From an optimization exercise on the open Yosys and OpenROAD flow, aimed at small area; shortcuts taken in it are not production practice.
Function was checked by simulation only, so behaviour that the tests miss may differ from the original.
Power figures rest on the tool's default switching activity, not on a simulated workload.

===== flow/design.v =====
`timescale 1ns / 1ps
module my_button_debounce #(
    parameter PULSE = 1
)(
    input i_clk,
    input i_reset,
    input i_btn,
    output reg o_btn_stable,
    output o_btn_pulse
);
    reg [6:0] counter;
    always @(posedge i_clk, posedge i_reset) begin
        if (i_reset) begin
            counter <= 0;
            o_btn_stable <= 0;
        end else if (i_btn == o_btn_stable) begin
            counter <= 0;
        end else if (counter == 7'd7) begin            
            o_btn_stable <= i_btn;
            counter <= 0;
        end else begin
            counter <= {counter[5:0], ~(counter[6] ^ counter[0])};
        end
    end
    generate
        if (PULSE) begin : g_pulse
            reg btn_prev, pulse;
            always @(posedge i_clk, posedge i_reset) begin
                if (i_reset) begin
                    btn_prev <= 0;
                    pulse <= 0;
                end else begin
                    btn_prev <= o_btn_stable;
                    pulse <= ~btn_prev & o_btn_stable;
                end
            end
            assign o_btn_pulse = pulse;
        end else begin : g_nopulse
            assign o_btn_pulse = 1'b0;
        end
    endgenerate
endmodule
`timescale 1ns / 1ps
module top_microwave(
    input clk,
    input reset,
    input btnC,
    input btnU,
    input btnR,
    input btnL,
    input btnD,
    output [7:0] seg,
    output [3:0] an,
    output PWM_OUT,
    output [1:0] in1_in2,
    output servo,
    output buzzer,
    output [15:0] led
);
    localparam IDLE = 3'd0, SETTING = 3'd1, RUNNING = 3'd2, PAUSED = 3'd3, COMPLETE = 3'd4;
    reg [3:0] c10;
    reg [4:0] c20;
    reg [5:0] c50;
    wire c10_wrap = (c10 == 4'd9);
    wire f0 = (c20 == 5'd19) || (c20 == 5'd20);      
    always @(posedge clk, posedge reset) begin
        if (reset) begin
            c10 <= 0;
            c20 <= 5'd20;
            c50 <= 0;
        end else begin
            c10 <= c10_wrap ? 4'd0 : c10 + 1'b1;
            if (c10_wrap) begin
                c20 <= f0 ? 5'd0 : c20 + 1'b1;
                if (c20 == 5'd18)
                    c50 <= (c50 == 6'd51) ? 6'd0 : {c50[4:0], ~(c50[5] ^ c50[0])};
            end
        end
    end
    wire c10_lt5 = (c10 < 4'd5);
    wire pwm_lt5 = f0 && c10_lt5;
    wire pwm_lt25 = f0 || (c20 == 5'd0) || ((c20 == 5'd1) && c10_lt5);
    wire sec_pulse = (c50 == 6'd27) && (c20 == 5'd19) && (c10 == 4'd0);
    wire [1:0] sel = c20[1:0];
    wire C_s, C_p, U_s, U_p, R_s, R_p, L_s, L_p, D_s, D_p;
    my_button_debounce #(.PULSE(1)) u_btnC(.i_clk(clk), .i_reset(reset), .i_btn(btnC), .o_btn_stable(C_s), .o_btn_pulse(C_p));
    my_button_debounce #(.PULSE(1)) u_btnU(.i_clk(clk), .i_reset(reset), .i_btn(btnU), .o_btn_stable(U_s), .o_btn_pulse(U_p));
    my_button_debounce #(.PULSE(1)) u_btnR(.i_clk(clk), .i_reset(reset), .i_btn(btnR), .o_btn_stable(R_s), .o_btn_pulse(R_p));
    my_button_debounce #(.PULSE(0)) u_btnL(.i_clk(clk), .i_reset(reset), .i_btn(btnL), .o_btn_stable(L_s), .o_btn_pulse(L_p));
    my_button_debounce #(.PULSE(1)) u_btnD(.i_clk(clk), .i_reset(reset), .i_btn(btnD), .o_btn_stable(D_s), .o_btn_pulse(D_p));
    reg door_toggle;
    reg [3:0] dk;
    reg door_open;
    reg servo_r;
    always @(posedge clk, posedge reset) begin
        if (reset) begin
            door_toggle <= 0;
            dk <= 0;
            door_open <= 0;
            servo_r <= 0;
        end else begin
            door_toggle <= L_s;
            if (L_s & ~door_toggle)
                dk <= 4'd1;
            else if (dk == 4'd9) begin
                dk <= 4'd0;
                door_open <= ~door_open;
            end else if (dk != 4'd0)
                dk <= dk + 1'b1;
            servo_r <= door_open ? pwm_lt25 : pwm_lt5;
        end
    end
    assign servo = servo_r;
    reg [2:0] state;
    reg [1:0] s2;
    reg [3:0] s1, s0;
    reg [1:0] r3;
    reg [3:0] r2, r1, r0;
    reg [1:0] tm;
    wire t_run = (tm == 2'b01);
    wire t_pause = (tm == 2'b10);
    wire t_done = (tm == 2'b11);
    reg add10, add60, set30, start, pause, resume, clear;
    reg beep, completion_alarm, motor_enable, idle_anim;
    reg [12:0] X;
    reg [3:0] Y;
    reg alarm_act;
    wire set_zero = (s2 == 2'd0) && (s1 == 4'd0) && (s0 == 4'd0);
    wire set_can10 = !((s2 == 2'd3) && (s1 == 4'd6));                                   
    wire set_can60 = !((s2 == 2'd3) && ((s1 == 4'd6) || ((s1 == 4'd5) && (s0 >= 4'd5))));  
    wire rem_zero = (r3 == 2'd0) && (r2 == 4'd0) && (r1 == 4'd0) && (r0 == 4'd0);
    wire rem_can10 = !((r3 == 2'd3) && ((r2 >= 4'd6) || ((r2 == 4'd5) && (r1 == 4'd9) && (r0 != 4'd0))));
    wire rem_can60 = !((r3 == 2'd3) && ((r2 >= 4'd6) || ((r2 == 4'd5) && ((r1 > 4'd4) || ((r1 == 4'd4) && (r0 != 4'd0))))));
    wire st_idle = (state == IDLE);
    wire st_set = (state == SETTING);
    wire st_run = (state == RUNNING);
    wire st_pause = (state == PAUSED);
    wire st_done = (state == COMPLETE);
    reg [2:0] next_state;
    always @(*) begin
        next_state = state;
        case (state)
            IDLE: begin
                if (D_p) next_state = IDLE;
                else if (U_p || R_p) next_state = SETTING;
                else if (C_p && set_zero) next_state = SETTING;
                else if (C_p && !door_open) next_state = RUNNING;
            end
            SETTING: begin
                if (D_p) next_state = IDLE;
                else if (C_p && !set_zero && !door_open) next_state = RUNNING;
            end
            RUNNING: begin
                if (D_p) next_state = IDLE;
                else if (C_p || door_open) next_state = PAUSED;
                else if (t_done) next_state = COMPLETE;
            end
            PAUSED: begin
                if (D_p) next_state = IDLE;
                else if (C_p && !door_open) next_state = RUNNING;
            end
            COMPLETE: begin
                if (D_p || (Y >= 4'd10)) next_state = IDLE;
            end
            default: next_state = IDLE;
        endcase
    end
    always @(posedge clk, posedge reset) begin
        if (reset) begin
            state <= IDLE;
            add10 <= 0; add60 <= 0; set30 <= 0; start <= 0; pause <= 0; resume <= 0; clear <= 0;
            beep <= 0; completion_alarm <= 0; motor_enable <= 0; idle_anim <= 0;
        end else begin
            state <= next_state;
            add10 <= U_p && (st_set || st_pause);
            add60 <= R_p && (st_set || st_pause);
            set30 <= C_p && st_idle && set_zero;
            start <= C_p && (st_idle || st_set) && !set_zero && !door_open;
            pause <= st_run && (C_p || door_open);
            resume <= C_p && st_pause && !door_open;
            clear <= D_p;
            beep <= C_p || U_p || R_p || L_s || D_p;
            completion_alarm <= alarm_act;
            motor_enable <= st_run;
            idle_anim <= st_idle && set_zero;
        end
    end
    wire [12:0] X_step = {X[11:0], ~(X[12] ^ X[4] ^ X[1] ^ X[0])};
    always @(posedge clk, posedge reset) begin
        if (reset) begin
            X <= 0;
            Y <= 0;
            alarm_act <= 0;
        end else begin
            alarm_act <= st_done && (Y < 4'd10) && (alarm_act || ((X == 13'd3001) && (Y == 4'd0)));
            if (idle_anim) begin
                if (X == 13'd6196) begin
                    X <= 0;
                    Y <= (Y == 4'd5) ? 4'd0 : Y + 1'b1;
                end else
                    X <= X_step;
            end else if (st_done) begin
                if (Y < 4'd10) begin
                    if (X == 13'd3001) begin
                        X <= 0;
                        Y <= Y + 1'b1;
                    end else
                        X <= X_step;
                end
            end else begin
                X <= 0;
                Y <= 0;
            end
        end
    end
    always @(posedge clk, posedge reset) begin
        if (reset) begin
            s2 <= 0; s1 <= 0; s0 <= 0;
        end else if (clear) begin
            s2 <= 0; s1 <= 0; s0 <= 0;
        end else if (add10 && set_can10) begin
            if (s0 == 4'd9) begin
                s0 <= 0;
                if (s1 == 4'd9) begin s1 <= 0; s2 <= s2 + 1'b1; end
                else s1 <= s1 + 1'b1;
            end else
                s0 <= s0 + 1'b1;
        end else if (add60 && set_can60) begin
            if (s0 >= 4'd4) begin
                s0 <= s0 - 4'd4;
                if (s1 == 4'd9) begin s1 <= 0; s2 <= s2 + 1'b1; end
                else s1 <= s1 + 1'b1;
            end else
                s0 <= s0 + 4'd6;
        end else if (set30) begin
            s2 <= 0; s1 <= 0; s0 <= 4'd3;
        end
    end
    always @(posedge clk, posedge reset) begin
        if (reset) begin
            r3 <= 0; r2 <= 0; r1 <= 0; r0 <= 0;
            tm <= 2'b00;
        end else if (clear) begin
            r3 <= 0; r2 <= 0; r1 <= 0; r0 <= 0;
            tm <= 2'b00;
        end else begin
            case (tm)
                2'b01: begin
                    if (pause)
                        tm <= 2'b10;
                    else if (sec_pulse) begin
                        if (rem_zero)
                            tm <= 2'b11;
                        else begin
                            r0 <= (r0 == 4'd0) ? 4'd9 : r0 - 1'b1;
                            if (r0 == 4'd0) begin
                                r1 <= (r1 == 4'd0) ? 4'd9 : r1 - 1'b1;
                                if (r1 == 4'd0) begin
                                    r2 <= (r2 == 4'd0) ? 4'd9 : r2 - 1'b1;
                                    if (r2 == 4'd0) r3 <= r3 - 1'b1;
                                end
                            end
                        end
                    end
                end
                2'b10: begin
                    if (resume)
                        tm <= 2'b01;
                    else if ((add10 && rem_can10) || (add60 && rem_can60)) begin
                        if (add10 && rem_can10) begin
                            r1 <= (r1 == 4'd9) ? 4'd0 : r1 + 1'b1;
                            if (r1 == 4'd9) begin
                                r2 <= (r2 == 4'd9) ? 4'd0 : r2 + 1'b1;
                                if (r2 == 4'd9) r3 <= r3 + 1'b1;
                            end
                        end else begin
                            r1 <= (r1 >= 4'd4) ? r1 - 4'd4 : r1 + 4'd6;
                            if (r1 >= 4'd4) begin
                                r2 <= (r2 == 4'd9) ? 4'd0 : r2 + 1'b1;
                                if (r2 == 4'd9) r3 <= r3 + 1'b1;
                            end
                        end
                    end
                end
                default: begin
                    if (start && !set_zero) begin
                        r3 <= s2; r2 <= s1; r1 <= s0; r0 <= 0;
                        tm <= 2'b01;
                    end
                end
            endcase
        end
    end
    reg pwm_r;
    always @(posedge clk, posedge reset) begin
        if (reset) pwm_r <= 1'b1;
        else pwm_r <= motor_enable && ((c10 == 4'd9) || (c10 == 4'd0) || (c10 == 4'd1));
    end
    assign PWM_OUT = pwm_r;
    assign in1_in2 = {1'b0, motor_enable};
    reg [2:0] bf;        
    reg b_alarm;
    reg [10:0] bq;       
    reg tone;
    wire b_idle = (bf == 3'd7);
    wire b_end = b_alarm ? ((bq == 11'd1742) && (bf == 3'd3)) : ((bq == 11'd1428) && (bf == 3'd4));
    wire bf_wrap = b_alarm ? (bf == 3'd5) : (bf == 3'd4);
    always @(posedge clk, posedge reset) begin
        if (reset) begin
            bf <= 3'd7; b_alarm <= 0; bq <= 0; tone <= 0;
        end else if (b_idle) begin
            if (beep) begin bf <= 3'd0; b_alarm <= 0; end
            else if (completion_alarm) begin bf <= 3'd0; b_alarm <= 1; end
        end else if (b_end) begin
            bf <= 3'd7; bq <= 0; tone <= 0;
        end else if (bf_wrap) begin
            bf <= 0; bq <= {bq[9:0], ~(bq[10] ^ bq[1])}; tone <= ~tone;
        end else
            bf <= bf + 1'b1;
    end
    assign buzzer = tone;
    reg [3:0] digit;
    always @(*) begin
        digit = 4'd0;
        if (st_set) begin
            case (sel)
                2'd0: digit = 4'd0;
                2'd1: digit = s0;
                2'd2: digit = s1;
                default: digit = {2'b00, s2};
            endcase
        end else if (st_run || st_pause) begin
            case (sel)
                2'd0: digit = r0;
                2'd1: digit = r1;
                2'd2: digit = r2;
                default: digit = {2'b00, r3};
            endcase
        end
    end
    wire dA = digit[3], dB = digit[2], dC = digit[1], dD = digit[0];
    wire sa = dA | dC | (dB & dD) | (~dB & ~dD);
    wire sb = ~dB | (~dC & ~dD) | (dC & dD);
    wire sc = dB | ~dC | dD;
    wire sd = dA | (~dB & ~dD) | (~dB & dC) | (dC & ~dD) | (dB & ~dC & dD);
    wire se = (~dB & ~dD) | (dC & ~dD);
    wire sf = dA | (~dC & ~dD) | (dB & ~dC) | (dB & ~dD);
    wire sg = dA | (~dB & dC) | (dB & ~dC) | (dC & ~dD);
    wire [7:0] seg_n = {1'b1, ~sg, ~sf, ~se, ~sd, ~sc, ~sb, ~sa};
    wire [7:0] seg_a = {2'b11,
                        ~(Y[2] & Y[0]),
                        ~(Y[2] & ~Y[0]),
                        ~(Y[1] & Y[0]),
                        ~(Y[1] & ~Y[0]),
                        ~(~Y[2] & ~Y[1] & Y[0]),
                        ~(~Y[2] & ~Y[1] & ~Y[0])};
    assign seg = idle_anim ? seg_a : seg_n;
    assign an = idle_anim ? 4'b0000 : ~(4'b0001 << sel);
    wire [6:0] rem_lo = r3 * 7'd104 + r2 * 7'd100 + r1 * 7'd10 + r0;
    assign led[0] = L_s;
    assign led[1] = 1'b0;
    assign led[2] = door_toggle;
    assign led[3] = door_open;
    assign led[6:4] = state;
    assign led[7] = t_run;
    assign led[8] = motor_enable;
    assign led[15:9] = rem_lo;
endmodule

===== flow/flow/run.sh =====
#!/bin/bash
# Own layout flow: the standard ORFS flow (standard.sh) with
#  - synthesis: the standard script, but no adder-cell mapping and an
#    area-oriented abc script (flow/synth.tcl, flow/area.abc);
#  - port buffers: buf_1 instead of the default choice;
#  - CTS: clkbuf_8 buffers, no dummy loads.
# Every tool's output goes to logs under orfs/logs/ (ORFS) and to flow.log here.
set -euo pipefail
here="$(pwd)"
bash standard.sh \
  SYNTH_SCRIPT="$here/flow/synth.tcl" \
  ADDER_MAP_FILE= \
  BUFFER_PORTS_ARGS="-buffer_cell sky130_fd_sc_hd__buf_1" \
  CTS_ARGS="-sink_clustering_enable -repair_clock_nets -buf_list sky130_fd_sc_hd__clkbuf_8 -dont_use_dummy_load" \
  finish > "$here/flow.log" 2>&1

===== flow/flow/area.abc =====
strash
&get -n
&deepsyn -T 60
&put
dch -f
amap
topo

===== flow/flow/synth.tcl =====
# The standard synthesis (synth_recipe.tcl), with only abc's script replaced by
# an area-oriented one read from area.abc beside this file. Registers are
# untouched: abc only remaps the combinational logic between them.
set my_area_abc [file join [file dirname [file normalize [info script]]] area.abc]
proc synth {args} { yosys synth -nofsm -noshare {*}$args }
proc abc {args} {
  set i [lsearch -exact $args -script]
  if { $i >= 0 } { lset args [expr { $i + 1 }] $::my_area_abc }
  yosys abc {*}$args
}
source $::env(SCRIPTS_DIR)/synth.tcl
# left out here: clear keep_hierarchy, flatten, clean up, hide names made inside functions, write 1_2_yosys.v

===== flow/standard.sh =====
#!/bin/bash
# synth_recipe.tcl (not shown) runs the flow's synth.tcl, then flattens the netlist and writes it again
# the make line also repeats each setting of config.mk as NAME=value (left out here)
make -C /OpenROAD-flow-scripts/flow DESIGN_CONFIG=/design/flow/config.mk WORK_HOME=/design/flow/orfs CLKGATE_MAP_FILE= SYNTH_SCRIPT=/design/flow/synth_recipe.tcl "${@:-finish}"

===== flow/config.mk =====
export PLATFORM = sky130hd
export DESIGN_NAME = top_microwave
export DESIGN_NICKNAME = top_microwave
export VERILOG_FILES = /design/flow/design.v
export SDC_FILE = /design/flow/constraint.sdc
export NUM_CORES = 4
export LEC_CHECK = 0
export CAP_MARGIN = 20
export CORE_MARGIN = 2
export CORE_UTILIZATION = 40
export PLACE_DENSITY = 0.6
export SLEW_MARGIN = 20

===== flow/constraint.sdc =====
create_clock -name core_clock -period 120.0 [get_ports {clk}]
set_input_delay 24.0000 -clock core_clock [delete_from_list [all_inputs] [get_ports {clk}]]
set_output_delay 24.0000 -clock core_clock [all_outputs]
set_load 0.01 [all_outputs]

==> run notes <==
==> synthesized netlist by cell type (all sizes together), types with 3 or more instances <==
master	count	area share
a211oi	16	0.017
o22ai	41	0.036
nand2	51	0.027
nor3	25	0.018
o22a	4	0.0049
or4	3	0.0032
o21ai	37	0.026
nand2b	5	0.0044
o211ai	3	0.0032
dfrtp	139	0.49
a2111oi	6	0.0074
a31oi	7	0.0062
a221oi	6	0.0074
a21oi	46	0.033
a22oi	5	0.0053
or3	3	0.0026
o32ai	4	0.0049
a311oi	3	0.0037
nor4	16	0.014
nor2b	20	0.018
nand3	26	0.018
clkinv	139	0.074
o221ai	7	0.0087
nand4	7	0.0062
or2	5	0.0044
dfstp	6	0.022
nor2	179	0.095
buf	10	0.011
o21a	7	0.0074
==> layer usage <==
metal,track usage,up-vias
met1,0.258,2785
li1,-,3006
met2,0.294,147
met3,0.0481,37
met4,0.0790,0
met5,0,-
==> worst max-delay path: stages, from the launching register on <==
cell	delay (ps)
dfrtp_1	410
clkinv_1	240
nor2_1	280
clkinv_1	140
o21ai_0	140
clkinv_1	160
a22oi_1	220
nand2_1	100
o21a_1	130
a21oi_1	250
nand2_1	140
o21ai_0	130
nor2_1	100
nor2_1	90
o22ai_1	100
o22ai_1	190
nor2_1	60
a21oi_1	150
nand2_1	70
o21ai_0	70
buf_1	170
==> kinds of logic after synthesis <==
kind of cell           Yosys count  synth area share
and+or+nand+nor                342             0.213
DFF                            145             0.513
buffers and inverters          149            0.0843
other                            2           0.00106
AOI/OAI and AO/OA              206             0.189
==> registers in the layout, indices dropped and copies added, names as in the netlist, 3 cells and up <==
signal          flops
u_btnL.counter      7
s1                  4
s0                  4
r1                  4
dk                  4
c50                 6
state               3
bf                  3
u_btnD.counter      7
u_btnU.counter      7
u_btnR.counter      7
c20                 5
r0                  4
X                  13
Y                   4
u_btnC.counter      7
r2                  4
bq                 11
c10                 4
==> report_power, final <==
part,switching [uW],internal (uW),total (uW)
combinational,44.3,21.9,66.2
sequential,8.91,56.8,65.7
clock,15.3,12.5,27.8
total,68.5,91.2,160
==> path summary, 6_finish.rpt <==
check / start / end / slack (ps) / cells after the start
setup / recovery: r1[2] / led[15] / 92250 / 20
max in group asynchronous: reset / s0[2] / 95060 / 3
hold reg to reg: u_btnD.o_btn_stable / u_btnD.g_pulse.btn_prev / 380 / 0
min in group asynchronous: reset / u_btnD.counter[6] / 23690 / 2
hold / removal: u_btnD.o_btn_stable / u_btnD.g_pulse.btn_prev / 380 / 0
setup reg to reg: r1[3] / r2[1] / 114780 / 27
==> stage by stage <==
step / worst slack (ps) / instances
2_1_floorplan: 93250 / 845
3_3_place_gp: 92790 / 1097
3_5_place_dp: 92720 / 1097
4_1_cts: 92240 / 1114
5_1_grt: 91650 / 1114
6_report: 92250 / 1114
==> area by class of cell <==
| class | instances | area, sq um | share of cell area |
|---|---|---|---|
| Sequential cell | 145 | 3640 | 0.474 |
| Multi-Input combinational cell | 551 | 2850 | 0.372 |
| Inverter | 139 | 527 | 0.0686 |
| Tap cell | 225 | 282 | 0.0367 |
| Clock buffer | 17 | 234 | 0.0305 |
| Timing Repair Buffer | 37 | 143 | 0.0186 |
==> impl_metrics.yaml <==
detailed_routing:
  final_antenna_net_count: 0
  drc: 0
  vias: 5975
  vias_per_cell: 5.36
  met2WireLength_microns: 7420
  top_layer: "met4"
  wl_met3_microns: 874
  firstDrtPassIters: 5
  first_iter_violations: 468
  avgRoutedWirePerCell_microns: 14.7
  wl_met1_microns: 7650
  totalWireLength_microns: 16400
synth:
  synth_area_per_cell_sq_um: 8.39
  syn_area_sq_um: 7080
  syn_inst: 844
  synth-async-reset-ratio: 1.00
  ys_seq_area_frac: 0.513
  synthFlopType: "dfrtp_1"
  synth-seq-cells: 145
  yosysWarnings: 3
  synth_cell_types: 42
  synth_edf_count: 0
sta:
  hold_viol_final: 0
  whs_ps: 383
  finClkSkew_ps: 19.8
  rsz0062_at_grt: "no"
  max_slew_margin: 0.342
  finalSetupTns_ps: 0
  finalMaxSlewViolations: 0
  tightest_slew_ps: 974
  setup-violations-final: 0
  timing.final.crit_share: 0.231
  layout_min_cycle_time_ps: 27750
  fmax_mhz: 36.0
worst_setup_path:
  crit_required_ps: 96000
  cp.arrival_ps: 3750
  cp-end-kind: "primary output"
  critPathMaxFanout: 8
  path_class: "register to primary output"
  start_kind: "register"
worst_hold_path:
  min_path_type: "register to register"
final_layout:
  final_cell_mix: "nor2_1, dfrtp_1, clkinv_1, nand2_1, a21oi_1"
  nNetsFinal: 898
  antenna_cells: 0
  fill_cells: 1724
  area_growth_pct: 8.36
  fin_util: 0.444
  layout-drive-gt1-share: 0.0281
  postLayoutCellArea_sq_um: 7670
  layout_commonest_cell: "nor2_1"
power:
  peakVddDrop_mv: 0.0106
  p_leak_uw: 0.00310
  power_density_nw_per_um2: 20.8
  total_power_uw: 160
clocking:
  path_clk_slew_ps: 70
  cts_made_buffers: 17
  cts.repair.resized: 0
  cts_root_buf: "clkbuf_8"
  h-tree-depth: 4
  cts_tree: "yes"
  clk_latency_ps: 440
  cts_hold_buffers: 0
  clk_path_buf_depth: 2
  cts_sinks: 145
  cts_setup_buffers: 0
die:
  initial_utilization: 0.410
  boundaryPins: 40
  coreArea_sq_um: 17300
  die_x_microns: 137
  fp-row-count: 48
  design.die.area_sq_um: 18800
  die_h_microns: 137
grt:
  grt_pass1_vias: 5631
  gr-total-overflow: 0
  grtUsageTotal: 0.191
  antenna_found_initial: 0
  grt_max_degree: 84
  grt_pass1_wl_microns: 27900
placement:
  dp_hpwl_microns: 12300
  placed_area_sq_um: 7440
  routabilityCongestion: 0.984
  io_buffers: 36
run:
  maxCapViolations: 0
run_status:
  status: "timing/DRC/antenna clean"

port drivers added, routing unchanged:
The results above use ideal ports. As a check the final layout listed here was re-extracted and re-timed, cells and wires unchanged.
Step 1 assumes that a clkbuf_16 drives the clock port and a buf_2 every other input.
Step 2, shift: input delay + t, output delay - t, t = (earliest + latest rising clock arrival at the registers) / 2. This alone moves slack from input paths to output paths.
Slacks: ideal ports / drivers / drivers and shift; pairs: ideal ports / drivers.
t (ns): 0.469
slack for setup (ns): 92.251 / 92.216 / 92.685
cell pins on the clock port's net: 1
After both steps setup and hold are still met in this run. The setup slack of this run moves by -0.035 ns with the drivers and by +0.434 ns with both steps.
